What follows belongs to an exercise in optimizing a design on an open flow for small area and a short achievable clock period; a production flow would make more cautious choices. Function was not checked in any run shown here: the RTL went through the layout flow alone.

==> flow/design.v, too long to show whole: its modules and the start of the top module <==
// module MAC: 1337 lines
// module FA: 6 lines
// module AOI21: 5 lines
// module OAI21: 5 lines
// module NAND2: 5 lines
// module NOR2: 5 lines
// module XOR2: 5 lines
// module XNOR2: 5 lines
// module OR2: 5 lines
// module INV: 5 lines
// module HA: 6 lines
module MAC(A,B,out,clk,reset);
  // ...
==> flow/flow/run.sh <==
#!/bin/bash
# The standard layout (standard.sh: standard synthesis and ORFS flow, SDC unchanged),
# with a hook after repair_design that sizes the port buffers and the operand inverters
# (hooks.tcl); knobs.sh holds the cell choices. make's output goes to make_flow.log, each
# ORFS step's log to orfs/logs/.
set -euo pipefail
HERE=$(cd "$(dirname "$0")" && pwd)
source "$HERE/knobs.sh"
export PORT_BUF_IN PORT_BUF_OUT OPND_INV DOWNSIZE HOOK_MARGIN
bash standard.sh BUFFER_PORTS_ARGS="-buffer_cell $PORT_BUF_IN" POST_RESIZE_TCL="$HERE/hooks.tcl" SETUP_SLACK_MARGIN=$MARGIN finish > make_flow.log 2>&1
==> flow/flow/hooks.tcl <==
# Sourced by ORFS after repair_design in the resize step (POST_RESIZE_TCL).
# Port buffers: inputs get $::env(PORT_BUF_IN), outputs $::env(PORT_BUF_OUT).
# Inverters fed by an input buffer (the operand inverters of the NOR partial
# products, each driving 16 gates) get $::env(OPND_INV).
set block [ord::get_db_block]
set n_in 0; set n_out 0; set n_inv 0
foreach bterm [$block getBTerms] {
  set net [$bterm getNet]
  if {$net eq "NULL"} continue
  set name [$bterm getName]
  if {$name eq "clk"} continue
  if {[$bterm getIoType] eq "INPUT"} {
    foreach it [$net getITerms] {
      set inst [$it getInst]
      set m [[$inst getMaster] getName]
      if {![string match "sky130_fd_sc_hd__*buf*" $m]} continue
      if {$m ne $::env(PORT_BUF_IN)} { replace_cell [get_cells [$inst getName]] [get_lib_cells $::env(PORT_BUF_IN)] }
      incr n_in
      foreach ot [$inst getITerms] {
        if {![$ot isOutputSignal]} continue
        set onet [$ot getNet]
        if {$onet eq "NULL"} continue
        foreach lt [$onet getITerms] {
          set li [$lt getInst]
          set lm [[$li getMaster] getName]
          if {[string match "sky130_fd_sc_hd__inv_*" $lm] && [$lt isInputSignal] && $::env(OPND_INV) ne ""} {
            replace_cell [get_cells [$li getName]] [get_lib_cells $::env(OPND_INV)]
            incr n_inv
          }
        }
      }
    }
  } else {
    foreach it [$net getITerms] {
      if {![$it isOutputSignal]} continue
      set inst [$it getInst]
      set m [[$inst getMaster] getName]
      if {![string match "sky130_fd_sc_hd__*buf*" $m]} continue
      if {$m ne $::env(PORT_BUF_OUT)} { replace_cell [get_cells [$inst getName]] [get_lib_cells $::env(PORT_BUF_OUT)] }
      incr n_out
    }
  }
}
puts "hooks: $n_in input buffers, $n_out output buffers, $n_inv operand inverters resized"

# Optional: every other cell to its drive-1 size (synthesis picks larger ones for speed),
# then repair_timing aiming at $::env(HOOK_MARGIN) ns of setup slack, so that only the
# cells on the paths that set the achieved period are sized up.
if {[info exists ::env(DOWNSIZE)] && $::env(DOWNSIZE)} {
  set n_down 0
  foreach inst [$block getInsts] {
    set m [[$inst getMaster] getName]
    if {[string match "*dfrtp*" $m] || [string match "*dfstp*" $m]} continue
    if {![regexp {^(sky130_fd_sc_hd__[a-z0-9]+)_([0-9]+)$} $m -> base sz]} continue
    if {$sz <= 1} continue
    set iname [$inst getName]
    if {[string match "input*" $iname] || [string match "output*" $iname]} continue
    if {[string match "sky130_fd_sc_hd__inv*" $m] && $::env(OPND_INV) eq $m} continue
    set lc [get_lib_cells -quiet ${base}_1]
    if {$lc eq ""} continue
    replace_cell [get_cells $iname] $lc
    incr n_down
  }
  puts "hooks: $n_down cells downsized"
}
if {[info exists ::env(HOOK_MARGIN)] && $::env(HOOK_MARGIN) > 0} {
  estimate_parasitics -placement
  puts "hooks: worst slack before [sta::worst_slack_cmd max]"
  repair_timing -setup -setup_margin $::env(HOOK_MARGIN) -match_cell_footprint -verbose
  puts "hooks: worst slack after [sta::worst_slack_cmd max]"
}
==> flow/flow/knobs.sh <==
PORT_BUF_IN=sky130_fd_sc_hd__buf_4
PORT_BUF_OUT=sky130_fd_sc_hd__buf_2
OPND_INV=sky130_fd_sc_hd__inv_4
MARGIN=0
DOWNSIZE=0
HOOK_MARGIN=0
==> flow/standard.sh <==
#!/bin/bash
# synth_recipe.tcl (not shown) runs the flow's synth.tcl, then flattens the netlist and writes it again
# the make line also repeats each setting of config.mk as NAME=value (left out here)
make -C /OpenROAD-flow-scripts/flow DESIGN_CONFIG=/design/flow/config.mk WORK_HOME=/design/flow/orfs CLKGATE_MAP_FILE= SYNTH_SCRIPT=/design/flow/synth_recipe.tcl "${@:-finish}"
==> flow/config.mk <==
export PLATFORM = sky130hd
export DESIGN_NAME = MAC
export DESIGN_NICKNAME = MAC
export VERILOG_FILES = /design/flow/design.v
export SDC_FILE = /design/flow/constraint.sdc
export NUM_CORES = 4
export LEC_CHECK = 0
export CAP_MARGIN = 20
export CORE_MARGIN = 2
export CORE_UTILIZATION = 40
export SLEW_MARGIN = 20
export SYNTH_HIERARCHICAL = 1
==> flow/constraint.sdc <==
create_clock -name core_clock -period 18.0 [get_ports {clk}]
set_input_delay 3.6000 -clock core_clock [delete_from_list [all_inputs] [get_ports {clk}]]
set_output_delay 3.6000 -clock core_clock [all_outputs]
set_load 0.01 [all_outputs]
==> qor.txt, run 1 <==
Top Registers -> x (36), y (26), cr (1)
Yosys reg bits -> 63
Register-to-Register Setup Slack -> 12.54 ns
Cell Area, Synth -> 0.00995 mm2
Crit path max-delay family -> compound AO/OA/AOI/OAI gates
Max Buffers Root-to-Sink -> 2
worst r2r src -> x[6]
Slew @ Worst Pin -> 0.816 ns
Clock Skew -> 0.0137 ns
WHS Endpoint -> x[0]
WL/cell -> 19.9 um
die width -> 162 um
xor/xnor share of the synthesized area -> 6.42%
main combinational cell family by area after synthesis -> adder cells
TNS Setup -> 0 ns
Synth top area share -> 46.1%
GRT met3 Usage -> 4.37%
slowest stage cell, crit path -> o21ai_1
P&R area growth vs syn -> 1.46%
total clock buffers created by CTS -> 9
Max Used Layer -> met4
number of clock buffers in the layout -> 9
die height -> 162 um
first-pass GRT wire length -> 39400 um
worst reg2reg path depth -> 14
hold depth -> 1
DR iter-0 viols -> 492
hpwl dp -> 19400 um
CTS Hold Bufs -> 0
CTS tree -> built
boundary pin count -> 70
Final Hold Vio Count -> 0
final core occ -> 41.4%
layout cell share with drive strength beyond 1 -> 22.5%
sequential cell area share -> 16.4%
buffering overhead -> 4.31%
status -> timing/DRC/antenna clean
==> run 2: changes to the inputs <==
==> flow/design.v (replaced) <==
module MAC(A,B,out,clk,reset);
  input [15:0] A,B;
  input clk,reset;
  output [35:0] out;
  reg [35:0] cs0, cs1;
  wire [35:0] acc = out;
  wire [35:0] n0, n1;
  wire pp_0_0 = A[0] & B[0];
  wire pp_0_1 = A[0] & B[1];
  wire pp_0_2 = A[0] & B[2];
  wire pp_0_3 = A[0] & B[3];
  wire pp_0_4 = A[0] & B[4];
  wire pp_0_5 = A[0] & B[5];
  wire pp_0_6 = A[0] & B[6];
  wire pp_0_7 = A[0] & B[7];
  wire pp_0_8 = A[0] & B[8];
  wire pp_0_9 = A[0] & B[9];
  wire pp_0_10 = A[0] & B[10];
  wire pp_0_11 = A[0] & B[11];
  wire pp_0_12 = A[0] & B[12];
  wire pp_0_13 = A[0] & B[13];
  wire pp_0_14 = A[0] & B[14];
  wire pp_0_15 = A[0] & B[15];
  wire pp_1_0 = A[1] & B[0];
  wire pp_1_1 = A[1] & B[1];
  wire pp_1_2 = A[1] & B[2];
  wire pp_1_3 = A[1] & B[3];
  wire pp_1_4 = A[1] & B[4];
  wire pp_1_5 = A[1] & B[5];
  wire pp_1_6 = A[1] & B[6];
  wire pp_1_7 = A[1] & B[7];
  wire pp_1_8 = A[1] & B[8];
  wire pp_1_9 = A[1] & B[9];
  wire pp_1_10 = A[1] & B[10];
  wire pp_1_11 = A[1] & B[11];
  wire pp_1_12 = A[1] & B[12];
  wire pp_1_13 = A[1] & B[13];
  wire pp_1_14 = A[1] & B[14];
  wire pp_1_15 = A[1] & B[15];
  wire pp_2_0 = A[2] & B[0];
  wire pp_2_1 = A[2] & B[1];
  wire pp_2_2 = A[2] & B[2];
  wire pp_2_3 = A[2] & B[3];
  wire pp_2_4 = A[2] & B[4];
  wire pp_2_5 = A[2] & B[5];
  wire pp_2_6 = A[2] & B[6];
  wire pp_2_7 = A[2] & B[7];
  wire pp_2_8 = A[2] & B[8];
  wire pp_2_9 = A[2] & B[9];
  wire pp_2_10 = A[2] & B[10];
  wire pp_2_11 = A[2] & B[11];
  wire pp_2_12 = A[2] & B[12];
  wire pp_2_13 = A[2] & B[13];
  wire pp_2_14 = A[2] & B[14];
  wire pp_2_15 = A[2] & B[15];
  wire pp_3_0 = A[3] & B[0];
  wire pp_3_1 = A[3] & B[1];
  wire pp_3_2 = A[3] & B[2];
  wire pp_3_3 = A[3] & B[3];
  wire pp_3_4 = A[3] & B[4];
  wire pp_3_5 = A[3] & B[5];
  wire pp_3_6 = A[3] & B[6];
  wire pp_3_7 = A[3] & B[7];
  wire pp_3_8 = A[3] & B[8];
  wire pp_3_9 = A[3] & B[9];
  wire pp_3_10 = A[3] & B[10];
  wire pp_3_11 = A[3] & B[11];
  wire pp_3_12 = A[3] & B[12];
  wire pp_3_13 = A[3] & B[13];
  wire pp_3_14 = A[3] & B[14];
  wire pp_3_15 = A[3] & B[15];
  wire pp_4_0 = A[4] & B[0];
  wire pp_4_1 = A[4] & B[1];
  wire pp_4_2 = A[4] & B[2];
  wire pp_4_3 = A[4] & B[3];
  wire pp_4_4 = A[4] & B[4];
  wire pp_4_5 = A[4] & B[5];
  wire pp_4_6 = A[4] & B[6];
  wire pp_4_7 = A[4] & B[7];
  wire pp_4_8 = A[4] & B[8];
  wire pp_4_9 = A[4] & B[9];
  wire pp_4_10 = A[4] & B[10];
  wire pp_4_11 = A[4] & B[11];
  wire pp_4_12 = A[4] & B[12];
  wire pp_4_13 = A[4] & B[13];
  wire pp_4_14 = A[4] & B[14];
  wire pp_4_15 = A[4] & B[15];
  wire pp_5_0 = A[5] & B[0];
  wire pp_5_1 = A[5] & B[1];
  wire pp_5_2 = A[5] & B[2];
  wire pp_5_3 = A[5] & B[3];
  wire pp_5_4 = A[5] & B[4];
  wire pp_5_5 = A[5] & B[5];
  wire pp_5_6 = A[5] & B[6];
  wire pp_5_7 = A[5] & B[7];
  wire pp_5_8 = A[5] & B[8];
  wire pp_5_9 = A[5] & B[9];
  wire pp_5_10 = A[5] & B[10];
  wire pp_5_11 = A[5] & B[11];
  wire pp_5_12 = A[5] & B[12];
  wire pp_5_13 = A[5] & B[13];
  wire pp_5_14 = A[5] & B[14];
  wire pp_5_15 = A[5] & B[15];
  wire pp_6_0 = A[6] & B[0];
  wire pp_6_1 = A[6] & B[1];
  wire pp_6_2 = A[6] & B[2];
  wire pp_6_3 = A[6] & B[3];
  wire pp_6_4 = A[6] & B[4];
  wire pp_6_5 = A[6] & B[5];
  wire pp_6_6 = A[6] & B[6];
  wire pp_6_7 = A[6] & B[7];
  wire pp_6_8 = A[6] & B[8];
  wire pp_6_9 = A[6] & B[9];
  wire pp_6_10 = A[6] & B[10];
  wire pp_6_11 = A[6] & B[11];
  wire pp_6_12 = A[6] & B[12];
  wire pp_6_13 = A[6] & B[13];
  wire pp_6_14 = A[6] & B[14];
  wire pp_6_15 = A[6] & B[15];
  wire pp_7_0 = A[7] & B[0];
  wire pp_7_1 = A[7] & B[1];
  wire pp_7_2 = A[7] & B[2];
  wire pp_7_3 = A[7] & B[3];
  wire pp_7_4 = A[7] & B[4];
  wire pp_7_5 = A[7] & B[5];
  wire pp_7_6 = A[7] & B[6];
  wire pp_7_7 = A[7] & B[7];
  wire pp_7_8 = A[7] & B[8];
  wire pp_7_9 = A[7] & B[9];
  wire pp_7_10 = A[7] & B[10];
  wire pp_7_11 = A[7] & B[11];
  wire pp_7_12 = A[7] & B[12];
  wire pp_7_13 = A[7] & B[13];
  wire pp_7_14 = A[7] & B[14];
  wire pp_7_15 = A[7] & B[15];
  wire pp_8_0 = A[8] & B[0];
  wire pp_8_1 = A[8] & B[1];
  wire pp_8_2 = A[8] & B[2];
  wire pp_8_3 = A[8] & B[3];
  wire pp_8_4 = A[8] & B[4];
  wire pp_8_5 = A[8] & B[5];
  wire pp_8_6 = A[8] & B[6];
  wire pp_8_7 = A[8] & B[7];
  wire pp_8_8 = A[8] & B[8];
  wire pp_8_9 = A[8] & B[9];
  wire pp_8_10 = A[8] & B[10];
  wire pp_8_11 = A[8] & B[11];
  wire pp_8_12 = A[8] & B[12];
  wire pp_8_13 = A[8] & B[13];
  wire pp_8_14 = A[8] & B[14];
  wire pp_8_15 = A[8] & B[15];
  wire pp_9_0 = A[9] & B[0];
  wire pp_9_1 = A[9] & B[1];
  wire pp_9_2 = A[9] & B[2];
  wire pp_9_3 = A[9] & B[3];
  wire pp_9_4 = A[9] & B[4];
  wire pp_9_5 = A[9] & B[5];
  wire pp_9_6 = A[9] & B[6];
  wire pp_9_7 = A[9] & B[7];
  wire pp_9_8 = A[9] & B[8];
  wire pp_9_9 = A[9] & B[9];
  wire pp_9_10 = A[9] & B[10];
  wire pp_9_11 = A[9] & B[11];
  wire pp_9_12 = A[9] & B[12];
  wire pp_9_13 = A[9] & B[13];
  wire pp_9_14 = A[9] & B[14];
  wire pp_9_15 = A[9] & B[15];
  wire pp_10_0 = A[10] & B[0];
  wire pp_10_1 = A[10] & B[1];
  wire pp_10_2 = A[10] & B[2];
  wire pp_10_3 = A[10] & B[3];
  wire pp_10_4 = A[10] & B[4];
  wire pp_10_5 = A[10] & B[5];
  wire pp_10_6 = A[10] & B[6];
  wire pp_10_7 = A[10] & B[7];
  wire pp_10_8 = A[10] & B[8];
  wire pp_10_9 = A[10] & B[9];
  wire pp_10_10 = A[10] & B[10];
  wire pp_10_11 = A[10] & B[11];
  wire pp_10_12 = A[10] & B[12];
  wire pp_10_13 = A[10] & B[13];
  wire pp_10_14 = A[10] & B[14];
  wire pp_10_15 = A[10] & B[15];
  wire pp_11_0 = A[11] & B[0];
  wire pp_11_1 = A[11] & B[1];
  wire pp_11_2 = A[11] & B[2];
  wire pp_11_3 = A[11] & B[3];
  wire pp_11_4 = A[11] & B[4];
  wire pp_11_5 = A[11] & B[5];
  wire pp_11_6 = A[11] & B[6];
  wire pp_11_7 = A[11] & B[7];
  wire pp_11_8 = A[11] & B[8];
  wire pp_11_9 = A[11] & B[9];
  wire pp_11_10 = A[11] & B[10];
  wire pp_11_11 = A[11] & B[11];
  wire pp_11_12 = A[11] & B[12];
  wire pp_11_13 = A[11] & B[13];
  wire pp_11_14 = A[11] & B[14];
  wire pp_11_15 = A[11] & B[15];
  wire pp_12_0 = A[12] & B[0];
  wire pp_12_1 = A[12] & B[1];
  wire pp_12_2 = A[12] & B[2];
  wire pp_12_3 = A[12] & B[3];
  wire pp_12_4 = A[12] & B[4];
  wire pp_12_5 = A[12] & B[5];
  wire pp_12_6 = A[12] & B[6];
  wire pp_12_7 = A[12] & B[7];
  wire pp_12_8 = A[12] & B[8];
  wire pp_12_9 = A[12] & B[9];
  wire pp_12_10 = A[12] & B[10];
  wire pp_12_11 = A[12] & B[11];
  wire pp_12_12 = A[12] & B[12];
  wire pp_12_13 = A[12] & B[13];
  wire pp_12_14 = A[12] & B[14];
  wire pp_12_15 = A[12] & B[15];
  wire pp_13_0 = A[13] & B[0];
  wire pp_13_1 = A[13] & B[1];
  wire pp_13_2 = A[13] & B[2];
  wire pp_13_3 = A[13] & B[3];
  wire pp_13_4 = A[13] & B[4];
  wire pp_13_5 = A[13] & B[5];
  wire pp_13_6 = A[13] & B[6];
  wire pp_13_7 = A[13] & B[7];
  wire pp_13_8 = A[13] & B[8];
  wire pp_13_9 = A[13] & B[9];
  wire pp_13_10 = A[13] & B[10];
  wire pp_13_11 = A[13] & B[11];
  wire pp_13_12 = A[13] & B[12];
  wire pp_13_13 = A[13] & B[13];
  wire pp_13_14 = A[13] & B[14];
  wire pp_13_15 = A[13] & B[15];
  wire pp_14_0 = A[14] & B[0];
  wire pp_14_1 = A[14] & B[1];
  wire pp_14_2 = A[14] & B[2];
  wire pp_14_3 = A[14] & B[3];
  wire pp_14_4 = A[14] & B[4];
  wire pp_14_5 = A[14] & B[5];
  wire pp_14_6 = A[14] & B[6];
  wire pp_14_7 = A[14] & B[7];
  wire pp_14_8 = A[14] & B[8];
  wire pp_14_9 = A[14] & B[9];
  wire pp_14_10 = A[14] & B[10];
  wire pp_14_11 = A[14] & B[11];
  wire pp_14_12 = A[14] & B[12];
  wire pp_14_13 = A[14] & B[13];
  wire pp_14_14 = A[14] & B[14];
  wire pp_14_15 = A[14] & B[15];
  wire pp_15_0 = A[15] & B[0];
  wire pp_15_1 = A[15] & B[1];
  wire pp_15_2 = A[15] & B[2];
  wire pp_15_3 = A[15] & B[3];
  wire pp_15_4 = A[15] & B[4];
  wire pp_15_5 = A[15] & B[5];
  wire pp_15_6 = A[15] & B[6];
  wire pp_15_7 = A[15] & B[7];
  wire pp_15_8 = A[15] & B[8];
  wire pp_15_9 = A[15] & B[9];
  wire pp_15_10 = A[15] & B[10];
  wire pp_15_11 = A[15] & B[11];
  wire pp_15_12 = A[15] & B[12];
  wire pp_15_13 = A[15] & B[13];
  wire pp_15_14 = A[15] & B[14];
  wire pp_15_15 = A[15] & B[15];
  wire s1, c2;
  assign s1 = acc[1] ^ pp_0_1;
  assign c2 = acc[1] & pp_0_1;
  wire s3, c4;
  assign s3 = acc[2] ^ pp_0_2 ^ pp_1_1;
  assign c4 = (acc[2] & pp_0_2) | (acc[2] & pp_1_1) | (pp_0_2 & pp_1_1);
  wire s5, c6;
  assign s5 = pp_2_0 ^ c2;
  assign c6 = pp_2_0 & c2;
  wire s7, c8;
  assign s7 = acc[3] ^ pp_0_3 ^ pp_1_2;
  assign c8 = (acc[3] & pp_0_3) | (acc[3] & pp_1_2) | (pp_0_3 & pp_1_2);
  wire s9, c10;
  assign s9 = pp_2_1 ^ pp_3_0 ^ c4;
  assign c10 = (pp_2_1 & pp_3_0) | (pp_2_1 & c4) | (pp_3_0 & c4);
  wire s11, c12;
  assign s11 = c6 ^ s7;
  assign c12 = c6 & s7;
  wire s13, c14;
  assign s13 = acc[4] ^ pp_0_4 ^ pp_1_3;
  assign c14 = (acc[4] & pp_0_4) | (acc[4] & pp_1_3) | (pp_0_4 & pp_1_3);
  wire s15, c16;
  assign s15 = pp_2_2 ^ pp_3_1 ^ pp_4_0;
  assign c16 = (pp_2_2 & pp_3_1) | (pp_2_2 & pp_4_0) | (pp_3_1 & pp_4_0);
  wire s17, c18;
  assign s17 = c8 ^ s13 ^ s15;
  assign c18 = (c8 & s13) | (c8 & s15) | (s13 & s15);
  wire s19, c20;
  assign s19 = c12 ^ c10;
  assign c20 = c12 & c10;
  wire s21, c22;
  assign s21 = acc[5] ^ pp_0_5 ^ pp_1_4;
  assign c22 = (acc[5] & pp_0_5) | (acc[5] & pp_1_4) | (pp_0_5 & pp_1_4);
  wire s23, c24;
  assign s23 = pp_2_3 ^ pp_3_2 ^ pp_4_1;
  assign c24 = (pp_2_3 & pp_3_2) | (pp_2_3 & pp_4_1) | (pp_3_2 & pp_4_1);
  wire s25, c26;
  assign s25 = pp_5_0 ^ c14 ^ c16;
  assign c26 = (pp_5_0 & c14) | (pp_5_0 & c16) | (c14 & c16);
  wire s27, c28;
  assign s27 = s21 ^ s23 ^ c18;
  assign c28 = (s21 & s23) | (s21 & c18) | (s23 & c18);
  wire s29, c30;
  assign s29 = s25 ^ c20;
  assign c30 = s25 & c20;
  wire s31, c32;
  assign s31 = acc[6] ^ pp_0_6 ^ pp_1_5;
  assign c32 = (acc[6] & pp_0_6) | (acc[6] & pp_1_5) | (pp_0_6 & pp_1_5);
  wire s33, c34;
  assign s33 = pp_2_4 ^ pp_3_3 ^ pp_4_2;
  assign c34 = (pp_2_4 & pp_3_3) | (pp_2_4 & pp_4_2) | (pp_3_3 & pp_4_2);
  wire s35, c36;
  assign s35 = pp_5_1 ^ pp_6_0 ^ c22;
  assign c36 = (pp_5_1 & pp_6_0) | (pp_5_1 & c22) | (pp_6_0 & c22);
  wire s37, c38;
  assign s37 = c24 ^ s31 ^ s33;
  assign c38 = (c24 & s31) | (c24 & s33) | (s31 & s33);
  wire s39, c40;
  assign s39 = c26 ^ s35 ^ s37;
  assign c40 = (c26 & s35) | (c26 & s37) | (s35 & s37);
  wire s41, c42;
  assign s41 = c28 ^ c30;
  assign c42 = c28 & c30;
  wire s43, c44;
  assign s43 = acc[7] ^ pp_0_7 ^ pp_1_6;
  assign c44 = (acc[7] & pp_0_7) | (acc[7] & pp_1_6) | (pp_0_7 & pp_1_6);
  wire s45, c46;
  assign s45 = pp_2_5 ^ pp_3_4 ^ pp_4_3;
  assign c46 = (pp_2_5 & pp_3_4) | (pp_2_5 & pp_4_3) | (pp_3_4 & pp_4_3);
  wire s47, c48;
  assign s47 = pp_5_2 ^ pp_6_1 ^ pp_7_0;
  assign c48 = (pp_5_2 & pp_6_1) | (pp_5_2 & pp_7_0) | (pp_6_1 & pp_7_0);
  wire s49, c50;
  assign s49 = c32 ^ c34 ^ s43;
  assign c50 = (c32 & c34) | (c32 & s43) | (c34 & s43);
  wire s51, c52;
  assign s51 = s45 ^ s47 ^ c36;
  assign c52 = (s45 & s47) | (s45 & c36) | (s47 & c36);
  wire s53, c54;
  assign s53 = c38 ^ s49 ^ s51;
  assign c54 = (c38 & s49) | (c38 & s51) | (s49 & s51);
  wire s55, c56;
  assign s55 = c40 ^ c42;
  assign c56 = c40 & c42;
  wire s57, c58;
  assign s57 = acc[8] ^ pp_0_8 ^ pp_1_7;
  assign c58 = (acc[8] & pp_0_8) | (acc[8] & pp_1_7) | (pp_0_8 & pp_1_7);
  wire s59, c60;
  assign s59 = pp_2_6 ^ pp_3_5 ^ pp_4_4;
  assign c60 = (pp_2_6 & pp_3_5) | (pp_2_6 & pp_4_4) | (pp_3_5 & pp_4_4);
  wire s61, c62;
  assign s61 = pp_5_3 ^ pp_6_2 ^ pp_7_1;
  assign c62 = (pp_5_3 & pp_6_2) | (pp_5_3 & pp_7_1) | (pp_6_2 & pp_7_1);
  wire s63, c64;
  assign s63 = pp_8_0 ^ c44 ^ c46;
  assign c64 = (pp_8_0 & c44) | (pp_8_0 & c46) | (c44 & c46);
  wire s65, c66;
  assign s65 = c48 ^ s57 ^ s59;
  assign c66 = (c48 & s57) | (c48 & s59) | (s57 & s59);
  wire s67, c68;
  assign s67 = s61 ^ c50 ^ s63;
  assign c68 = (s61 & c50) | (s61 & s63) | (c50 & s63);
  wire s69, c70;
  assign s69 = s65 ^ c52 ^ s67;
  assign c70 = (s65 & c52) | (s65 & s67) | (c52 & s67);
  wire s71, c72;
  assign s71 = c54 ^ c56;
  assign c72 = c54 & c56;
  wire s73, c74;
  assign s73 = acc[9] ^ pp_0_9 ^ pp_1_8;
  assign c74 = (acc[9] & pp_0_9) | (acc[9] & pp_1_8) | (pp_0_9 & pp_1_8);
  wire s75, c76;
  assign s75 = pp_2_7 ^ pp_3_6 ^ pp_4_5;
  assign c76 = (pp_2_7 & pp_3_6) | (pp_2_7 & pp_4_5) | (pp_3_6 & pp_4_5);
  wire s77, c78;
  assign s77 = pp_5_4 ^ pp_6_3 ^ pp_7_2;
  assign c78 = (pp_5_4 & pp_6_3) | (pp_5_4 & pp_7_2) | (pp_6_3 & pp_7_2);
  wire s79, c80;
  assign s79 = pp_8_1 ^ pp_9_0 ^ c58;
  assign c80 = (pp_8_1 & pp_9_0) | (pp_8_1 & c58) | (pp_9_0 & c58);
  wire s81, c82;
  assign s81 = c60 ^ c62 ^ s73;
  assign c82 = (c60 & c62) | (c60 & s73) | (c62 & s73);
  wire s83, c84;
  assign s83 = s75 ^ s77 ^ c64;
  assign c84 = (s75 & s77) | (s75 & c64) | (s77 & c64);
  wire s85, c86;
  assign s85 = c66 ^ s79 ^ s81;
  assign c86 = (c66 & s79) | (c66 & s81) | (s79 & s81);
  wire s87, c88;
  assign s87 = c68 ^ s83 ^ s85;
  assign c88 = (c68 & s83) | (c68 & s85) | (s83 & s85);
  wire s89, c90;
  assign s89 = c70 ^ s87;
  assign c90 = c70 & s87;
  wire s91, c92;
  assign s91 = acc[10] ^ pp_0_10 ^ pp_10_0;
  assign c92 = (acc[10] & pp_0_10) | (acc[10] & pp_10_0) | (pp_0_10 & pp_10_0);
  wire s93, c94;
  assign s93 = pp_1_9 ^ pp_2_8 ^ pp_3_7;
  assign c94 = (pp_1_9 & pp_2_8) | (pp_1_9 & pp_3_7) | (pp_2_8 & pp_3_7);
  wire s95, c96;
  assign s95 = pp_4_6 ^ pp_5_5 ^ pp_6_4;
  assign c96 = (pp_4_6 & pp_5_5) | (pp_4_6 & pp_6_4) | (pp_5_5 & pp_6_4);
  wire s97, c98;
  assign s97 = pp_7_3 ^ pp_8_2 ^ pp_9_1;
  assign c98 = (pp_7_3 & pp_8_2) | (pp_7_3 & pp_9_1) | (pp_8_2 & pp_9_1);
  wire s99, c100;
  assign s99 = c74 ^ c76 ^ c78;
  assign c100 = (c74 & c76) | (c74 & c78) | (c76 & c78);
  wire s101, c102;
  assign s101 = s91 ^ s93 ^ s95;
  assign c102 = (s91 & s93) | (s91 & s95) | (s93 & s95);
  wire s103, c104;
  assign s103 = s97 ^ c80 ^ c82;
  assign c104 = (s97 & c80) | (s97 & c82) | (c80 & c82);
  wire s105, c106;
  assign s105 = s99 ^ s101 ^ c84;
  assign c106 = (s99 & s101) | (s99 & c84) | (s101 & c84);
  wire s107, c108;
  assign s107 = c86 ^ s103 ^ s105;
  assign c108 = (c86 & s103) | (c86 & s105) | (s103 & s105);
  wire s109, c110;
  assign s109 = c88 ^ c90;
  assign c110 = c88 & c90;
  wire s111, c112;
  assign s111 = acc[11] ^ pp_0_11 ^ pp_10_1;
  assign c112 = (acc[11] & pp_0_11) | (acc[11] & pp_10_1) | (pp_0_11 & pp_10_1);
  wire s113, c114;
  assign s113 = pp_11_0 ^ pp_1_10 ^ pp_2_9;
  assign c114 = (pp_11_0 & pp_1_10) | (pp_11_0 & pp_2_9) | (pp_1_10 & pp_2_9);
  wire s115, c116;
  assign s115 = pp_3_8 ^ pp_4_7 ^ pp_5_6;
  assign c116 = (pp_3_8 & pp_4_7) | (pp_3_8 & pp_5_6) | (pp_4_7 & pp_5_6);
  wire s117, c118;
  assign s117 = pp_6_5 ^ pp_7_4 ^ pp_8_3;
  assign c118 = (pp_6_5 & pp_7_4) | (pp_6_5 & pp_8_3) | (pp_7_4 & pp_8_3);
  wire s119, c120;
  assign s119 = pp_9_2 ^ c92 ^ c94;
  assign c120 = (pp_9_2 & c92) | (pp_9_2 & c94) | (c92 & c94);
  wire s121, c122;
  assign s121 = c96 ^ c98 ^ s111;
  assign c122 = (c96 & c98) | (c96 & s111) | (c98 & s111);
  wire s123, c124;
  assign s123 = s113 ^ s115 ^ s117;
  assign c124 = (s113 & s115) | (s113 & s117) | (s115 & s117);
  wire s125, c126;
  assign s125 = c100 ^ c102 ^ s119;
  assign c126 = (c100 & c102) | (c100 & s119) | (c102 & s119);
  wire s127, c128;
  assign s127 = s121 ^ s123 ^ c104;
  assign c128 = (s121 & s123) | (s121 & c104) | (s123 & c104);
  wire s129, c130;
  assign s129 = s125 ^ c106 ^ s127;
  assign c130 = (s125 & c106) | (s125 & s127) | (c106 & s127);
  wire s131, c132;
  assign s131 = c108 ^ s129;
  assign c132 = c108 & s129;
  wire s133, c134;
  assign s133 = acc[12] ^ pp_0_12 ^ pp_10_2;
  assign c134 = (acc[12] & pp_0_12) | (acc[12] & pp_10_2) | (pp_0_12 & pp_10_2);
  wire s135, c136;
  assign s135 = pp_11_1 ^ pp_12_0 ^ pp_1_11;
  assign c136 = (pp_11_1 & pp_12_0) | (pp_11_1 & pp_1_11) | (pp_12_0 & pp_1_11);
  wire s137, c138;
  assign s137 = pp_2_10 ^ pp_3_9 ^ pp_4_8;
  assign c138 = (pp_2_10 & pp_3_9) | (pp_2_10 & pp_4_8) | (pp_3_9 & pp_4_8);
  wire s139, c140;
  assign s139 = pp_5_7 ^ pp_6_6 ^ pp_7_5;
  assign c140 = (pp_5_7 & pp_6_6) | (pp_5_7 & pp_7_5) | (pp_6_6 & pp_7_5);
  wire s141, c142;
  assign s141 = pp_8_4 ^ pp_9_3 ^ c112;
  assign c142 = (pp_8_4 & pp_9_3) | (pp_8_4 & c112) | (pp_9_3 & c112);
  wire s143, c144;
  assign s143 = c114 ^ c116 ^ c118;
  assign c144 = (c114 & c116) | (c114 & c118) | (c116 & c118);
  wire s145, c146;
  assign s145 = s133 ^ s135 ^ s137;
  assign c146 = (s133 & s135) | (s133 & s137) | (s135 & s137);
  wire s147, c148;
  assign s147 = s139 ^ c120 ^ c122;
  assign c148 = (s139 & c120) | (s139 & c122) | (c120 & c122);
  wire s149, c150;
  assign s149 = c124 ^ s141 ^ s143;
  assign c150 = (c124 & s141) | (c124 & s143) | (s141 & s143);
  wire s151, c152;
  assign s151 = s145 ^ c126 ^ s147;
  assign c152 = (s145 & c126) | (s145 & s147) | (c126 & s147);
  wire s153, c154;
  assign s153 = s149 ^ c128 ^ s151;
  assign c154 = (s149 & c128) | (s149 & s151) | (c128 & s151);
  wire s155, c156;
  assign s155 = c130 ^ s153;
  assign c156 = c130 & s153;
  wire s157, c158;
  assign s157 = acc[13] ^ pp_0_13 ^ pp_10_3;
  assign c158 = (acc[13] & pp_0_13) | (acc[13] & pp_10_3) | (pp_0_13 & pp_10_3);
  wire s159, c160;
  assign s159 = pp_11_2 ^ pp_12_1 ^ pp_13_0;
  assign c160 = (pp_11_2 & pp_12_1) | (pp_11_2 & pp_13_0) | (pp_12_1 & pp_13_0);
  wire s161, c162;
  assign s161 = pp_1_12 ^ pp_2_11 ^ pp_3_10;
  assign c162 = (pp_1_12 & pp_2_11) | (pp_1_12 & pp_3_10) | (pp_2_11 & pp_3_10);
  wire s163, c164;
  assign s163 = pp_4_9 ^ pp_5_8 ^ pp_6_7;
  assign c164 = (pp_4_9 & pp_5_8) | (pp_4_9 & pp_6_7) | (pp_5_8 & pp_6_7);
  wire s165, c166;
  assign s165 = pp_7_6 ^ pp_8_5 ^ pp_9_4;
  assign c166 = (pp_7_6 & pp_8_5) | (pp_7_6 & pp_9_4) | (pp_8_5 & pp_9_4);
  wire s167, c168;
  assign s167 = c134 ^ c136 ^ c138;
  assign c168 = (c134 & c136) | (c134 & c138) | (c136 & c138);
  wire s169, c170;
  assign s169 = c140 ^ s157 ^ s159;
  assign c170 = (c140 & s157) | (c140 & s159) | (s157 & s159);
  wire s171, c172;
  assign s171 = s161 ^ s163 ^ s165;
  assign c172 = (s161 & s163) | (s161 & s165) | (s163 & s165);
  wire s173, c174;
  assign s173 = c142 ^ c144 ^ c146;
  assign c174 = (c142 & c144) | (c142 & c146) | (c144 & c146);
  wire s175, c176;
  assign s175 = s167 ^ s169 ^ s171;
  assign c176 = (s167 & s169) | (s167 & s171) | (s169 & s171);
  wire s177, c178;
  assign s177 = c148 ^ c150 ^ s173;
  assign c178 = (c148 & c150) | (c148 & s173) | (c150 & s173);
  wire s179, c180;
  assign s179 = s175 ^ c152 ^ s177;
  assign c180 = (s175 & c152) | (s175 & s177) | (c152 & s177);
  wire s181, c182;
  assign s181 = c154 ^ s179;
  assign c182 = c154 & s179;
  wire s183, c184;
  assign s183 = acc[14] ^ pp_0_14 ^ pp_10_4;
  assign c184 = (acc[14] & pp_0_14) | (acc[14] & pp_10_4) | (pp_0_14 & pp_10_4);
  wire s185, c186;
  assign s185 = pp_11_3 ^ pp_12_2 ^ pp_13_1;
  assign c186 = (pp_11_3 & pp_12_2) | (pp_11_3 & pp_13_1) | (pp_12_2 & pp_13_1);
  wire s187, c188;
  assign s187 = pp_14_0 ^ pp_1_13 ^ pp_2_12;
  assign c188 = (pp_14_0 & pp_1_13) | (pp_14_0 & pp_2_12) | (pp_1_13 & pp_2_12);
  wire s189, c190;
  assign s189 = pp_3_11 ^ pp_4_10 ^ pp_5_9;
  assign c190 = (pp_3_11 & pp_4_10) | (pp_3_11 & pp_5_9) | (pp_4_10 & pp_5_9);
  wire s191, c192;
  assign s191 = pp_6_8 ^ pp_7_7 ^ pp_8_6;
  assign c192 = (pp_6_8 & pp_7_7) | (pp_6_8 & pp_8_6) | (pp_7_7 & pp_8_6);
  wire s193, c194;
  assign s193 = pp_9_5 ^ c158 ^ c160;
  assign c194 = (pp_9_5 & c158) | (pp_9_5 & c160) | (c158 & c160);
  wire s195, c196;
  assign s195 = c162 ^ c164 ^ c166;
  assign c196 = (c162 & c164) | (c162 & c166) | (c164 & c166);
  wire s197, c198;
  assign s197 = s183 ^ s185 ^ s187;
  assign c198 = (s183 & s185) | (s183 & s187) | (s185 & s187);
  wire s199, c200;
  assign s199 = s189 ^ s191 ^ c168;
  assign c200 = (s189 & s191) | (s189 & c168) | (s191 & c168);
  wire s201, c202;
  assign s201 = c170 ^ c172 ^ s193;
  assign c202 = (c170 & c172) | (c170 & s193) | (c172 & s193);
  wire s203, c204;
  assign s203 = s195 ^ s197 ^ c174;
  assign c204 = (s195 & s197) | (s195 & c174) | (s197 & c174);
  wire s205, c206;
  assign s205 = s199 ^ c176 ^ s201;
  assign c206 = (s199 & c176) | (s199 & s201) | (c176 & s201);
  wire s207, c208;
  assign s207 = c178 ^ s203 ^ s205;
  assign c208 = (c178 & s203) | (c178 & s205) | (s203 & s205);
  wire s209, c210;
  assign s209 = c180 ^ s207;
  assign c210 = c180 & s207;
  wire s211, c212;
  assign s211 = acc[15] ^ pp_0_15 ^ pp_10_5;
  assign c212 = (acc[15] & pp_0_15) | (acc[15] & pp_10_5) | (pp_0_15 & pp_10_5);
  wire s213, c214;
  assign s213 = pp_11_4 ^ pp_12_3 ^ pp_13_2;
  assign c214 = (pp_11_4 & pp_12_3) | (pp_11_4 & pp_13_2) | (pp_12_3 & pp_13_2);
  wire s215, c216;
  assign s215 = pp_14_1 ^ pp_15_0 ^ pp_1_14;
  assign c216 = (pp_14_1 & pp_15_0) | (pp_14_1 & pp_1_14) | (pp_15_0 & pp_1_14);
  wire s217, c218;
  assign s217 = pp_2_13 ^ pp_3_12 ^ pp_4_11;
  assign c218 = (pp_2_13 & pp_3_12) | (pp_2_13 & pp_4_11) | (pp_3_12 & pp_4_11);
  wire s219, c220;
  assign s219 = pp_5_10 ^ pp_6_9 ^ pp_7_8;
  assign c220 = (pp_5_10 & pp_6_9) | (pp_5_10 & pp_7_8) | (pp_6_9 & pp_7_8);
  wire s221, c222;
  assign s221 = pp_8_7 ^ pp_9_6 ^ c184;
  assign c222 = (pp_8_7 & pp_9_6) | (pp_8_7 & c184) | (pp_9_6 & c184);
  wire s223, c224;
  assign s223 = c186 ^ c188 ^ c190;
  assign c224 = (c186 & c188) | (c186 & c190) | (c188 & c190);
  wire s225, c226;
  assign s225 = c192 ^ s211 ^ s213;
  assign c226 = (c192 & s211) | (c192 & s213) | (s211 & s213);
  wire s227, c228;
  assign s227 = s215 ^ s217 ^ s219;
  assign c228 = (s215 & s217) | (s215 & s219) | (s217 & s219);
  wire s229, c230;
  assign s229 = c194 ^ c196 ^ c198;
  assign c230 = (c194 & c196) | (c194 & c198) | (c196 & c198);
  wire s231, c232;
  assign s231 = s221 ^ s223 ^ s225;
  assign c232 = (s221 & s223) | (s221 & s225) | (s223 & s225);
  wire s233, c234;
  assign s233 = s227 ^ c200 ^ c202;
  assign c234 = (s227 & c200) | (s227 & c202) | (c200 & c202);
  wire s235, c236;
  assign s235 = s229 ^ s231 ^ c204;
  assign c236 = (s229 & s231) | (s229 & c204) | (s231 & c204);
  wire s237, c238;
  assign s237 = c206 ^ s233 ^ s235;
  assign c238 = (c206 & s233) | (c206 & s235) | (s233 & s235);
  wire s239, c240;
  assign s239 = c208 ^ c210;
  assign c240 = c208 & c210;
  wire s241, c242;
  assign s241 = acc[16] ^ pp_10_6 ^ pp_11_5;
  assign c242 = (acc[16] & pp_10_6) | (acc[16] & pp_11_5) | (pp_10_6 & pp_11_5);
  wire s243, c244;
  assign s243 = pp_12_4 ^ pp_13_3 ^ pp_14_2;
  assign c244 = (pp_12_4 & pp_13_3) | (pp_12_4 & pp_14_2) | (pp_13_3 & pp_14_2);
  wire s245, c246;
  assign s245 = pp_15_1 ^ pp_1_15 ^ pp_2_14;
  assign c246 = (pp_15_1 & pp_1_15) | (pp_15_1 & pp_2_14) | (pp_1_15 & pp_2_14);
  wire s247, c248;
  assign s247 = pp_3_13 ^ pp_4_12 ^ pp_5_11;
  assign c248 = (pp_3_13 & pp_4_12) | (pp_3_13 & pp_5_11) | (pp_4_12 & pp_5_11);
  wire s249, c250;
  assign s249 = pp_6_10 ^ pp_7_9 ^ pp_8_8;
  assign c250 = (pp_6_10 & pp_7_9) | (pp_6_10 & pp_8_8) | (pp_7_9 & pp_8_8);
  wire s251, c252;
  assign s251 = pp_9_7 ^ c212 ^ c214;
  assign c252 = (pp_9_7 & c212) | (pp_9_7 & c214) | (c212 & c214);
  wire s253, c254;
  assign s253 = c216 ^ c218 ^ c220;
  assign c254 = (c216 & c218) | (c216 & c220) | (c218 & c220);
  wire s255, c256;
  assign s255 = s241 ^ s243 ^ s245;
  assign c256 = (s241 & s243) | (s241 & s245) | (s243 & s245);
  wire s257, c258;
  assign s257 = s247 ^ s249 ^ c222;
  assign c258 = (s247 & s249) | (s247 & c222) | (s249 & c222);
  wire s259, c260;
  assign s259 = c224 ^ c226 ^ c228;
  assign c260 = (c224 & c226) | (c224 & c228) | (c226 & c228);
  wire s261, c262;
  assign s261 = s251 ^ s253 ^ s255;
  assign c262 = (s251 & s253) | (s251 & s255) | (s253 & s255);
  wire s263, c264;
  assign s263 = c230 ^ s257 ^ c232;
  assign c264 = (c230 & s257) | (c230 & c232) | (s257 & c232);
  wire s265, c266;
  assign s265 = s259 ^ s261 ^ c234;
  assign c266 = (s259 & s261) | (s259 & c234) | (s261 & c234);
  wire s267, c268;
  assign s267 = s263 ^ c236 ^ s265;
  assign c268 = (s263 & c236) | (s263 & s265) | (c236 & s265);
  wire s269, c270;
  assign s269 = c238 ^ s267;
  assign c270 = c238 & s267;
  wire s271, c272;
  assign s271 = acc[17] ^ pp_10_7 ^ pp_11_6;
  assign c272 = (acc[17] & pp_10_7) | (acc[17] & pp_11_6) | (pp_10_7 & pp_11_6);
  wire s273, c274;
  assign s273 = pp_12_5 ^ pp_13_4 ^ pp_14_3;
  assign c274 = (pp_12_5 & pp_13_4) | (pp_12_5 & pp_14_3) | (pp_13_4 & pp_14_3);
  wire s275, c276;
  assign s275 = pp_15_2 ^ pp_2_15 ^ pp_3_14;
  assign c276 = (pp_15_2 & pp_2_15) | (pp_15_2 & pp_3_14) | (pp_2_15 & pp_3_14);
  wire s277, c278;
  assign s277 = pp_4_13 ^ pp_5_12 ^ pp_6_11;
  assign c278 = (pp_4_13 & pp_5_12) | (pp_4_13 & pp_6_11) | (pp_5_12 & pp_6_11);
  wire s279, c280;
  assign s279 = pp_7_10 ^ pp_8_9 ^ pp_9_8;
  assign c280 = (pp_7_10 & pp_8_9) | (pp_7_10 & pp_9_8) | (pp_8_9 & pp_9_8);
  wire s281, c282;
  assign s281 = c242 ^ c244 ^ c246;
  assign c282 = (c242 & c244) | (c242 & c246) | (c244 & c246);
  wire s283, c284;
  assign s283 = c248 ^ c250 ^ s271;
  assign c284 = (c248 & c250) | (c248 & s271) | (c250 & s271);
  wire s285, c286;
  assign s285 = s273 ^ s275 ^ s277;
  assign c286 = (s273 & s275) | (s273 & s277) | (s275 & s277);
  wire s287, c288;
  assign s287 = s279 ^ c252 ^ c254;
  assign c288 = (s279 & c252) | (s279 & c254) | (c252 & c254);
  wire s289, c290;
  assign s289 = c256 ^ s281 ^ s283;
  assign c290 = (c256 & s281) | (c256 & s283) | (s281 & s283);
  wire s291, c292;
  assign s291 = s285 ^ c258 ^ c260;
  assign c292 = (s285 & c258) | (s285 & c260) | (c258 & c260);
  wire s293, c294;
  assign s293 = s287 ^ c262 ^ s289;
  assign c294 = (s287 & c262) | (s287 & s289) | (c262 & s289);
  wire s295, c296;
  assign s295 = c264 ^ s291 ^ s293;
  assign c296 = (c264 & s291) | (c264 & s293) | (s291 & s293);
  wire s297, c298;
  assign s297 = c266 ^ s295 ^ c268;
  assign c298 = (c266 & s295) | (c266 & c268) | (s295 & c268);
  wire s299, c300;
  assign s299 = acc[18] ^ pp_10_8 ^ pp_11_7;
  assign c300 = (acc[18] & pp_10_8) | (acc[18] & pp_11_7) | (pp_10_8 & pp_11_7);
  wire s301, c302;
  assign s301 = pp_12_6 ^ pp_13_5 ^ pp_14_4;
  assign c302 = (pp_12_6 & pp_13_5) | (pp_12_6 & pp_14_4) | (pp_13_5 & pp_14_4);
  wire s303, c304;
  assign s303 = pp_15_3 ^ pp_3_15 ^ pp_4_14;
  assign c304 = (pp_15_3 & pp_3_15) | (pp_15_3 & pp_4_14) | (pp_3_15 & pp_4_14);
  wire s305, c306;
  assign s305 = pp_5_13 ^ pp_6_12 ^ pp_7_11;
  assign c306 = (pp_5_13 & pp_6_12) | (pp_5_13 & pp_7_11) | (pp_6_12 & pp_7_11);
  wire s307, c308;
  assign s307 = pp_8_10 ^ pp_9_9 ^ c272;
  assign c308 = (pp_8_10 & pp_9_9) | (pp_8_10 & c272) | (pp_9_9 & c272);
  wire s309, c310;
  assign s309 = c274 ^ c276 ^ c278;
  assign c310 = (c274 & c276) | (c274 & c278) | (c276 & c278);
  wire s311, c312;
  assign s311 = c280 ^ s299 ^ s301;
  assign c312 = (c280 & s299) | (c280 & s301) | (s299 & s301);
  wire s313, c314;
  assign s313 = s303 ^ s305 ^ c282;
  assign c314 = (s303 & s305) | (s303 & c282) | (s305 & c282);
  wire s315, c316;
  assign s315 = c284 ^ c286 ^ s307;
  assign c316 = (c284 & c286) | (c284 & s307) | (c286 & s307);
  wire s317, c318;
  assign s317 = s309 ^ s311 ^ c288;
  assign c318 = (s309 & s311) | (s309 & c288) | (s311 & c288);
  wire s319, c320;
  assign s319 = s313 ^ c290 ^ s315;
  assign c320 = (s313 & c290) | (s313 & s315) | (c290 & s315);
  wire s321, c322;
  assign s321 = c292 ^ s317 ^ c294;
  assign c322 = (c292 & s317) | (c292 & c294) | (s317 & c294);
  wire s323, c324;
  assign s323 = s319 ^ c296 ^ s321;
  assign c324 = (s319 & c296) | (s319 & s321) | (c296 & s321);
  wire s325, c326;
  assign s325 = acc[19] ^ pp_10_9 ^ pp_11_8;
  assign c326 = (acc[19] & pp_10_9) | (acc[19] & pp_11_8) | (pp_10_9 & pp_11_8);
  wire s327, c328;
  assign s327 = pp_12_7 ^ pp_13_6 ^ pp_14_5;
  assign c328 = (pp_12_7 & pp_13_6) | (pp_12_7 & pp_14_5) | (pp_13_6 & pp_14_5);
  wire s329, c330;
  assign s329 = pp_15_4 ^ pp_4_15 ^ pp_5_14;
  assign c330 = (pp_15_4 & pp_4_15) | (pp_15_4 & pp_5_14) | (pp_4_15 & pp_5_14);
  wire s331, c332;
  assign s331 = pp_6_13 ^ pp_7_12 ^ pp_8_11;
  assign c332 = (pp_6_13 & pp_7_12) | (pp_6_13 & pp_8_11) | (pp_7_12 & pp_8_11);
  wire s333, c334;
  assign s333 = pp_9_10 ^ c300 ^ c302;
  assign c334 = (pp_9_10 & c300) | (pp_9_10 & c302) | (c300 & c302);
  wire s335, c336;
  assign s335 = c304 ^ c306 ^ s325;
  assign c336 = (c304 & c306) | (c304 & s325) | (c306 & s325);
  wire s337, c338;
  assign s337 = s327 ^ s329 ^ s331;
  assign c338 = (s327 & s329) | (s327 & s331) | (s329 & s331);
  wire s339, c340;
  assign s339 = c308 ^ c310 ^ c312;
  assign c340 = (c308 & c310) | (c308 & c312) | (c310 & c312);
  wire s341, c342;
  assign s341 = s333 ^ s335 ^ s337;
  assign c342 = (s333 & s335) | (s333 & s337) | (s335 & s337);
  wire s343, c344;
  assign s343 = c314 ^ c316 ^ s339;
  assign c344 = (c314 & c316) | (c314 & s339) | (c316 & s339);
  wire s345, c346;
  assign s345 = s341 ^ c318 ^ c320;
  assign c346 = (s341 & c318) | (s341 & c320) | (c318 & c320);
  wire s347, c348;
  assign s347 = s343 ^ c322 ^ s345;
  assign c348 = (s343 & c322) | (s343 & s345) | (c322 & s345);
  wire s349, c350;
  assign s349 = acc[20] ^ pp_10_10 ^ pp_11_9;
  assign c350 = (acc[20] & pp_10_10) | (acc[20] & pp_11_9) | (pp_10_10 & pp_11_9);
  wire s351, c352;
  assign s351 = pp_12_8 ^ pp_13_7 ^ pp_14_6;
  assign c352 = (pp_12_8 & pp_13_7) | (pp_12_8 & pp_14_6) | (pp_13_7 & pp_14_6);
  wire s353, c354;
  assign s353 = pp_15_5 ^ pp_5_15 ^ pp_6_14;
  assign c354 = (pp_15_5 & pp_5_15) | (pp_15_5 & pp_6_14) | (pp_5_15 & pp_6_14);
  wire s355, c356;
  assign s355 = pp_7_13 ^ pp_8_12 ^ pp_9_11;
  assign c356 = (pp_7_13 & pp_8_12) | (pp_7_13 & pp_9_11) | (pp_8_12 & pp_9_11);
  wire s357, c358;
  assign s357 = c326 ^ c328 ^ c330;
  assign c358 = (c326 & c328) | (c326 & c330) | (c328 & c330);
  wire s359, c360;
  assign s359 = c332 ^ s349 ^ s351;
  assign c360 = (c332 & s349) | (c332 & s351) | (s349 & s351);
  wire s361, c362;
  assign s361 = s353 ^ s355 ^ c334;
  assign c362 = (s353 & s355) | (s353 & c334) | (s355 & c334);
  wire s363, c364;
  assign s363 = c336 ^ c338 ^ s357;
  assign c364 = (c336 & c338) | (c336 & s357) | (c338 & s357);
  wire s365, c366;
  assign s365 = s359 ^ c340 ^ s361;
  assign c366 = (s359 & c340) | (s359 & s361) | (c340 & s361);
  wire s367, c368;
  assign s367 = c342 ^ s363 ^ c344;
  assign c368 = (c342 & s363) | (c342 & c344) | (s363 & c344);
  wire s369, c370;
  assign s369 = s365 ^ c346 ^ s367;
  assign c370 = (s365 & c346) | (s365 & s367) | (c346 & s367);
  wire s371, c372;
  assign s371 = acc[21] ^ pp_10_11 ^ pp_11_10;
  assign c372 = (acc[21] & pp_10_11) | (acc[21] & pp_11_10) | (pp_10_11 & pp_11_10);
  wire s373, c374;
  assign s373 = pp_12_9 ^ pp_13_8 ^ pp_14_7;
  assign c374 = (pp_12_9 & pp_13_8) | (pp_12_9 & pp_14_7) | (pp_13_8 & pp_14_7);
  wire s375, c376;
  assign s375 = pp_15_6 ^ pp_6_15 ^ pp_7_14;
  assign c376 = (pp_15_6 & pp_6_15) | (pp_15_6 & pp_7_14) | (pp_6_15 & pp_7_14);
  wire s377, c378;
  assign s377 = pp_8_13 ^ pp_9_12 ^ c350;
  assign c378 = (pp_8_13 & pp_9_12) | (pp_8_13 & c350) | (pp_9_12 & c350);
  wire s379, c380;
  assign s379 = c352 ^ c354 ^ c356;
  assign c380 = (c352 & c354) | (c352 & c356) | (c354 & c356);
  wire s381, c382;
  assign s381 = s371 ^ s373 ^ s375;
  assign c382 = (s371 & s373) | (s371 & s375) | (s373 & s375);
  wire s383, c384;
  assign s383 = c358 ^ c360 ^ s377;
  assign c384 = (c358 & c360) | (c358 & s377) | (c360 & s377);
  wire s385, c386;
  assign s385 = s379 ^ s381 ^ c362;
  assign c386 = (s379 & s381) | (s379 & c362) | (s381 & c362);
  wire s387, c388;
  assign s387 = c364 ^ s383 ^ c366;
  assign c388 = (c364 & s383) | (c364 & c366) | (s383 & c366);
  wire s389, c390;
  assign s389 = s385 ^ c368 ^ s387;
  assign c390 = (s385 & c368) | (s385 & s387) | (c368 & s387);
  wire s391, c392;
  assign s391 = acc[22] ^ pp_10_12 ^ pp_11_11;
  assign c392 = (acc[22] & pp_10_12) | (acc[22] & pp_11_11) | (pp_10_12 & pp_11_11);
  wire s393, c394;
  assign s393 = pp_12_10 ^ pp_13_9 ^ pp_14_8;
  assign c394 = (pp_12_10 & pp_13_9) | (pp_12_10 & pp_14_8) | (pp_13_9 & pp_14_8);
  wire s395, c396;
  assign s395 = pp_15_7 ^ pp_7_15 ^ pp_8_14;
  assign c396 = (pp_15_7 & pp_7_15) | (pp_15_7 & pp_8_14) | (pp_7_15 & pp_8_14);
  wire s397, c398;
  assign s397 = pp_9_13 ^ c372 ^ c374;
  assign c398 = (pp_9_13 & c372) | (pp_9_13 & c374) | (c372 & c374);
  wire s399, c400;
  assign s399 = c376 ^ s391 ^ s393;
  assign c400 = (c376 & s391) | (c376 & s393) | (s391 & s393);
  wire s401, c402;
  assign s401 = s395 ^ c378 ^ c380;
  assign c402 = (s395 & c378) | (s395 & c380) | (c378 & c380);
  wire s403, c404;
  assign s403 = c382 ^ s397 ^ s399;
  assign c404 = (c382 & s397) | (c382 & s399) | (s397 & s399);
  wire s405, c406;
  assign s405 = c384 ^ s401 ^ s403;
  assign c406 = (c384 & s401) | (c384 & s403) | (s401 & s403);
  wire s407, c408;
  assign s407 = c386 ^ s405 ^ c388;
  assign c408 = (c386 & s405) | (c386 & c388) | (s405 & c388);
  wire s409, c410;
  assign s409 = acc[23] ^ pp_10_13 ^ pp_11_12;
  assign c410 = (acc[23] & pp_10_13) | (acc[23] & pp_11_12) | (pp_10_13 & pp_11_12);
  wire s411, c412;
  assign s411 = pp_12_11 ^ pp_13_10 ^ pp_14_9;
  assign c412 = (pp_12_11 & pp_13_10) | (pp_12_11 & pp_14_9) | (pp_13_10 & pp_14_9);
  wire s413, c414;
  assign s413 = pp_15_8 ^ pp_8_15 ^ pp_9_14;
  assign c414 = (pp_15_8 & pp_8_15) | (pp_15_8 & pp_9_14) | (pp_8_15 & pp_9_14);
  wire s415, c416;
  assign s415 = c392 ^ c394 ^ c396;
  assign c416 = (c392 & c394) | (c392 & c396) | (c394 & c396);
  wire s417, c418;
  assign s417 = s409 ^ s411 ^ s413;
  assign c418 = (s409 & s411) | (s409 & s413) | (s411 & s413);
  wire s419, c420;
  assign s419 = c398 ^ c400 ^ s415;
  assign c420 = (c398 & c400) | (c398 & s415) | (c400 & s415);
  wire s421, c422;
  assign s421 = s417 ^ c402 ^ c404;
  assign c422 = (s417 & c402) | (s417 & c404) | (c402 & c404);
  wire s423, c424;
  assign s423 = s419 ^ c406 ^ s421;
  assign c424 = (s419 & c406) | (s419 & s421) | (c406 & s421);
  wire s425, c426;
  assign s425 = acc[24] ^ pp_10_14 ^ pp_11_13;
  assign c426 = (acc[24] & pp_10_14) | (acc[24] & pp_11_13) | (pp_10_14 & pp_11_13);
  wire s427, c428;
  assign s427 = pp_12_12 ^ pp_13_11 ^ pp_14_10;
  assign c428 = (pp_12_12 & pp_13_11) | (pp_12_12 & pp_14_10) | (pp_13_11 & pp_14_10);
  wire s429, c430;
  assign s429 = pp_15_9 ^ pp_9_15 ^ c410;
  assign c430 = (pp_15_9 & pp_9_15) | (pp_15_9 & c410) | (pp_9_15 & c410);
  wire s431, c432;
  assign s431 = c412 ^ c414 ^ s425;
  assign c432 = (c412 & c414) | (c412 & s425) | (c414 & s425);
  wire s433, c434;
  assign s433 = s427 ^ c416 ^ c418;
  assign c434 = (s427 & c416) | (s427 & c418) | (c416 & c418);
  wire s435, c436;
  assign s435 = s429 ^ s431 ^ c420;
  assign c436 = (s429 & s431) | (s429 & c420) | (s431 & c420);
  wire s437, c438;
  assign s437 = s433 ^ c422 ^ s435;
  assign c438 = (s433 & c422) | (s433 & s435) | (c422 & s435);
  wire s439, c440;
  assign s439 = acc[25] ^ pp_10_15 ^ pp_11_14;
  assign c440 = (acc[25] & pp_10_15) | (acc[25] & pp_11_14) | (pp_10_15 & pp_11_14);
  wire s441, c442;
  assign s441 = pp_12_13 ^ pp_13_12 ^ pp_14_11;
  assign c442 = (pp_12_13 & pp_13_12) | (pp_12_13 & pp_14_11) | (pp_13_12 & pp_14_11);
  wire s443, c444;
  assign s443 = pp_15_10 ^ c426 ^ c428;
  assign c444 = (pp_15_10 & c426) | (pp_15_10 & c428) | (c426 & c428);
  wire s445, c446;
  assign s445 = s439 ^ s441 ^ c430;
  assign c446 = (s439 & s441) | (s439 & c430) | (s441 & c430);
  wire s447, c448;
  assign s447 = c432 ^ s443 ^ c434;
  assign c448 = (c432 & s443) | (c432 & c434) | (s443 & c434);
  wire s449, c450;
  assign s449 = s445 ^ c436 ^ s447;
  assign c450 = (s445 & c436) | (s445 & s447) | (c436 & s447);
  wire s451, c452;
  assign s451 = acc[26] ^ pp_11_15 ^ pp_12_14;
  assign c452 = (acc[26] & pp_11_15) | (acc[26] & pp_12_14) | (pp_11_15 & pp_12_14);
  wire s453, c454;
  assign s453 = pp_13_13 ^ pp_14_12 ^ pp_15_11;
  assign c454 = (pp_13_13 & pp_14_12) | (pp_13_13 & pp_15_11) | (pp_14_12 & pp_15_11);
  wire s455, c456;
  assign s455 = c440 ^ c442 ^ s451;
  assign c456 = (c440 & c442) | (c440 & s451) | (c442 & s451);
  wire s457, c458;
  assign s457 = s453 ^ c444 ^ s455;
  assign c458 = (s453 & c444) | (s453 & s455) | (c444 & s455);
  wire s459, c460;
  assign s459 = c446 ^ s457 ^ c448;
  assign c460 = (c446 & s457) | (c446 & c448) | (s457 & c448);
  wire s461, c462;
  assign s461 = acc[27] ^ pp_12_15 ^ pp_13_14;
  assign c462 = (acc[27] & pp_12_15) | (acc[27] & pp_13_14) | (pp_12_15 & pp_13_14);
  wire s463, c464;
  assign s463 = pp_14_13 ^ pp_15_12 ^ c452;
  assign c464 = (pp_14_13 & pp_15_12) | (pp_14_13 & c452) | (pp_15_12 & c452);
  wire s465, c466;
  assign s465 = c454 ^ s461 ^ c456;
  assign c466 = (c454 & s461) | (c454 & c456) | (s461 & c456);
  wire s467, c468;
  assign s467 = s463 ^ c458 ^ s465;
  assign c468 = (s463 & c458) | (s463 & s465) | (c458 & s465);
  wire s469, c470;
  assign s469 = acc[28] ^ pp_13_15 ^ pp_14_14;
  assign c470 = (acc[28] & pp_13_15) | (acc[28] & pp_14_14) | (pp_13_15 & pp_14_14);
  wire s471, c472;
  assign s471 = pp_15_13 ^ c462 ^ s469;
  assign c472 = (pp_15_13 & c462) | (pp_15_13 & s469) | (c462 & s469);
  wire s473, c474;
  assign s473 = c464 ^ s471 ^ c466;
  assign c474 = (c464 & s471) | (c464 & c466) | (s471 & c466);
  wire s475, c476;
  assign s475 = acc[29] ^ pp_14_15 ^ pp_15_14;
  assign c476 = (acc[29] & pp_14_15) | (acc[29] & pp_15_14) | (pp_14_15 & pp_15_14);
  wire s477, c478;
  assign s477 = c470 ^ s475 ^ c472;
  assign c478 = (c470 & s475) | (c470 & c472) | (s475 & c472);
  wire s479, c480;
  assign s479 = acc[30] ^ pp_15_15 ^ c476;
  assign c480 = (acc[30] & pp_15_15) | (acc[30] & c476) | (pp_15_15 & c476);
  assign n0[0] = acc[0];
  assign n1[0] = pp_0_0;
  assign n0[1] = pp_1_0;
  assign n1[1] = s1;
  assign n0[2] = s3;
  assign n1[2] = s5;
  assign n0[3] = s11;
  assign n1[3] = s9;
  assign n0[4] = s17;
  assign n1[4] = s19;
  assign n0[5] = s29;
  assign n1[5] = s27;
  assign n0[6] = s39;
  assign n1[6] = s41;
  assign n0[7] = s53;
  assign n1[7] = s55;
  assign n0[8] = s69;
  assign n1[8] = s71;
  assign n0[9] = c72;
  assign n1[9] = s89;
  assign n0[10] = s107;
  assign n1[10] = s109;
  assign n0[11] = c110;
  assign n1[11] = s131;
  assign n0[12] = c132;
  assign n1[12] = s155;
  assign n0[13] = c156;
  assign n1[13] = s181;
  assign n0[14] = c182;
  assign n1[14] = s209;
  assign n0[15] = s237;
  assign n1[15] = s239;
  assign n0[16] = c240;
  assign n1[16] = s269;
  assign n0[17] = c270;
  assign n1[17] = s297;
  assign n0[18] = s323;
  assign n1[18] = c298;
  assign n0[19] = c324;
  assign n1[19] = s347;
  assign n0[20] = c348;
  assign n1[20] = s369;
  assign n0[21] = c370;
  assign n1[21] = s389;
  assign n0[22] = c390;
  assign n1[22] = s407;
  assign n0[23] = s423;
  assign n1[23] = c408;
  assign n0[24] = c424;
  assign n1[24] = s437;
  assign n0[25] = c438;
  assign n1[25] = s449;
  assign n0[26] = c450;
  assign n1[26] = s459;
  assign n0[27] = s467;
  assign n1[27] = c460;
  assign n0[28] = c468;
  assign n1[28] = s473;
  assign n0[29] = s477;
  assign n1[29] = c474;
  assign n0[30] = s479;
  assign n1[30] = c478;
  assign n0[31] = acc[31];
  assign n1[31] = c480;
  assign n0[32] = acc[32];
  assign n1[32] = 1'b0;
  assign n0[33] = acc[33];
  assign n1[33] = 1'b0;
  assign n0[34] = acc[34];
  assign n1[34] = 1'b0;
  assign n0[35] = acc[35];
  assign n1[35] = 1'b0;
  always @(posedge clk or posedge reset)
    if (reset) begin
      cs0 <= 36'd0;
      cs1 <= 36'd0;
    end else begin
      cs0 <= n0;
      cs1 <= n1;
    end
  assign out = cs0 + cs1;
endmodule
==> flow/run.sh (new file) <==
#!/bin/bash
# synth_recipe.tcl (not shown) runs the flow's synth.tcl, then flattens the netlist and writes it again
# the make line also repeats each setting of config.mk as NAME=value (left out here)
make -C /OpenROAD-flow-scripts/flow DESIGN_CONFIG=/design/flow/config.mk WORK_HOME=/design/flow/orfs CLKGATE_MAP_FILE= SYNTH_SCRIPT=/design/flow/synth_recipe.tcl finish
==> flow/config.mk (replaced) <==
export PLATFORM = sky130hd
export DESIGN_NAME = MAC
export DESIGN_NICKNAME = MAC
export VERILOG_FILES = /design/flow/design.v
export SDC_FILE = /design/flow/constraint.sdc
export NUM_CORES = 4
export LEC_CHECK = 0
export CAP_MARGIN = 20
export CORE_MARGIN = 2
export CORE_UTILIZATION = 40
export SLEW_MARGIN = 20
removed: flow/flow/run.sh
removed: flow/flow/hooks.tcl
removed: flow/flow/knobs.sh
removed: flow/standard.sh
==> qor.txt, run 2 <==
worst r2r src -> cs0[7] (was x[6])
die width -> 167 um (was 162 um)
H-tree levels -> 3 (unchanged)
die height -> 167 um (was 162 um)
PortBufs -> 69 (unchanged)
Cell Area, Synth -> 0.0106 mm2 (was 0.00995 mm2)
layout cell share with drive strength beyond 1 -> 3.18% (was 22.5%)
Yosys reg bits -> 68 (was 63)
TNS Setup -> 0 ns (unchanged)
hpwl dp -> 21800 um (was 19400 um)
Multi-input gate area -> 0.00785 mm2 (was 0.00712 mm2)
max-slew violations -> 0 (unchanged)
Root Driver -> clkbuf_16 (unchanged)
CTS Hold Bufs -> 0 (unchanged)
Vias/cell -> 4.94 (was 5.03)
type of the worst setup path -> in -> reg (was reg -> out)
crit start category -> primary input (was flip-flop)
fin crit period -> 7.70 ns (was 6.71 ns)
DR iter-0 viols -> 362 (was 492)
Clock Skew -> 0.0125 ns (was 0.0137 ns)
Max Buffers Root-to-Sink -> 2 (unchanged)
WHS Endpoint -> cs0[35] (was x[0])
hold depth -> 1 (unchanged)
Global Route Usage Sum -> 20.4% (was 20.1%)
Final Hold Vio Count -> 0 (unchanged)
Slew @ Worst Pin -> 0.885 ns (was 0.816 ns)
CTS tree -> built (unchanged)
total clock buffers created by CTS -> 9 (unchanged)
fmax -> 130 MHz (was 149 MHz)
boundary pin count -> 70 (unchanged)
Cell Chain, Critical Path -> clkdlybuf4s50_1 > and2_1 > fa_1 > inv_1 > fa_1 > fa_1 > fa_1 > inv_1 > fa_1 > inv_1 > fa_1 > inv_1 > ha_1 (was xor2_1 > nand2_1 > o21ai_1 > a21oi_2 > o21ai_1 > a21oi_2 > xnor2_1 > buf_2)
Nets -> 1435 (was 1173)
status -> timing/DRC/antenna clean (unchanged)
Ant. Diodes -> 0 (unchanged)
filler cell count -> 2510 (was 2381)
slowest stage cell, crit path -> clkdlybuf4s50_1 (was o21ai_1)
Max-Cap Viols -> 0 (unchanged)
P&R area growth vs syn -> 12.1% (was 1.46%)
WL/cell -> 18.3 um (was 19.9 um)
Register-to-Register Setup Slack -> 12.30 ns (was 12.54 ns)
Top Registers -> cs0 (36), cs1 (32) (was x (36), y (26), cr (1))
Reg-to-Reg End -> cs1[17] (was y[18])
Synth top area share -> 42.4% (was 46.1%)
Syn. warnings -> 1 (was 7)
ys async rst share -> 100% (unchanged)
first-pass GRT wire length -> 43600 um (was 39400 um)
worst reg2reg path depth -> 17 (was 14)
## run 2: critical path: cells and delay by family
family                     cells  cell delay [ns]
buffers and inverters          5             1.09
and+or+nand+nor                1             0.39
adders and majority gates      7             2.85
## run 2: cell type report
type	count	area share, %
Clock inverter	6	0.746
Multi-Input combinational cell	734	65.9
Tap cell	335	3.52
Clock buffer	9	1.89
Sequential cell	68	14.3
Timing Repair Buffer	72	5.99
Inverter	243	7.66
## run 2: per-stage QoR
step | util [%] | hold WS [ns] | std cells | worst slack, ns | area [um2]
CTS | 45.7 | 0.466 | 1467 | 10.31 | 11900
finish | 45.7 | 0.463 | 1467 | 10.30 | 11900
floorplan | - | 0.487 | 1085 | 10.88 | 10600
global placement | 44.5 | 0.451 | 1452 | 10.0 | 11600
detailed placement | 44.5 | 0.452 | 1452 | 9.96 | 11600
global route | 45.7 | 0.494 | 1467 | 10.13 | 11900
## run 2: per-layer routing
metal	part of all wire (%)	up-vias	GRT usage, %	routed length [um]
li1	-	3300	-	-
met1	43	3722	26.9	11600
met2	49	187	34.6	13100
met3	5.3	34	3.59	1430
met4	2.7	0	6.03	715
met5	0	-	0	0
## run 2: worst max-delay path by stage
stage	from	end	slack [ns]	cells past startpoint
final	A[8]	cs1[16]	10.30	13
after global routing	A[8]	cs1[16]	10.13	13
after CTS	A[8]	cs1[16]	10.31	13
after detailed placement	A[8]	cs1[16]	9.96	13
after global placement	A[8]	cs1[16]	10.0	13
after floorplan	A[13]	cs1[16]	10.88	13
## run 2: kinds of logic (layout without fill, tap and decap cells)
group,count (synthesis),count (layout),share of synthesized area [%]
xor+xnor,31,31,2.55
mux,3,3,0.283
fa+ha+maj,273,273,48.0
simple gates,329,329,16.5
compound gates,98,98,6.50
flops,68,68,16.0
buf+inv,283,330,10.1

## static timing again, ports no longer ideal
The flow's constraints put no driver on any port. The routed layouts listed below were extracted and timed again, unchanged, in two steps.
Step 1 (the two cells are an assumption about what drives the block):
set clk [get_ports {clk}]
set_driving_cell -lib_cell sky130_fd_sc_hd__clkbuf_16 $clk
set_driving_cell -lib_cell sky130_fd_sc_hd__buf_2 [delete_from_list [all_inputs] $clk]
Step 2, shift: input delay + t, output delay - t, t = (earliest + latest rising clock arrival at the registers) / 2. This alone moves slack from input paths to output paths.
Three values: no drivers, after step 1, after step 2; two values: the first two.
run | t (ns) | slack for setup (ns) | hold slack, ns | worst slew at a driven data input, ns | pins driven straight from the clock port
run 1 | 0.396 | 11.293 / 11.247 / 11.093 | 0.501 / 0.501 / 0.501 | 0.04 | 1
run 2 | 0.396 | 10.297 / 10.291 / 9.921 | 0.463 / 0.463 / 0.463 | 0.08 | 1
After both steps setup and hold are still met in every run listed. For run 2, which loses most, drivers alone change the setup slack by -0.006 ns; drivers and shift together by -0.376 ns.
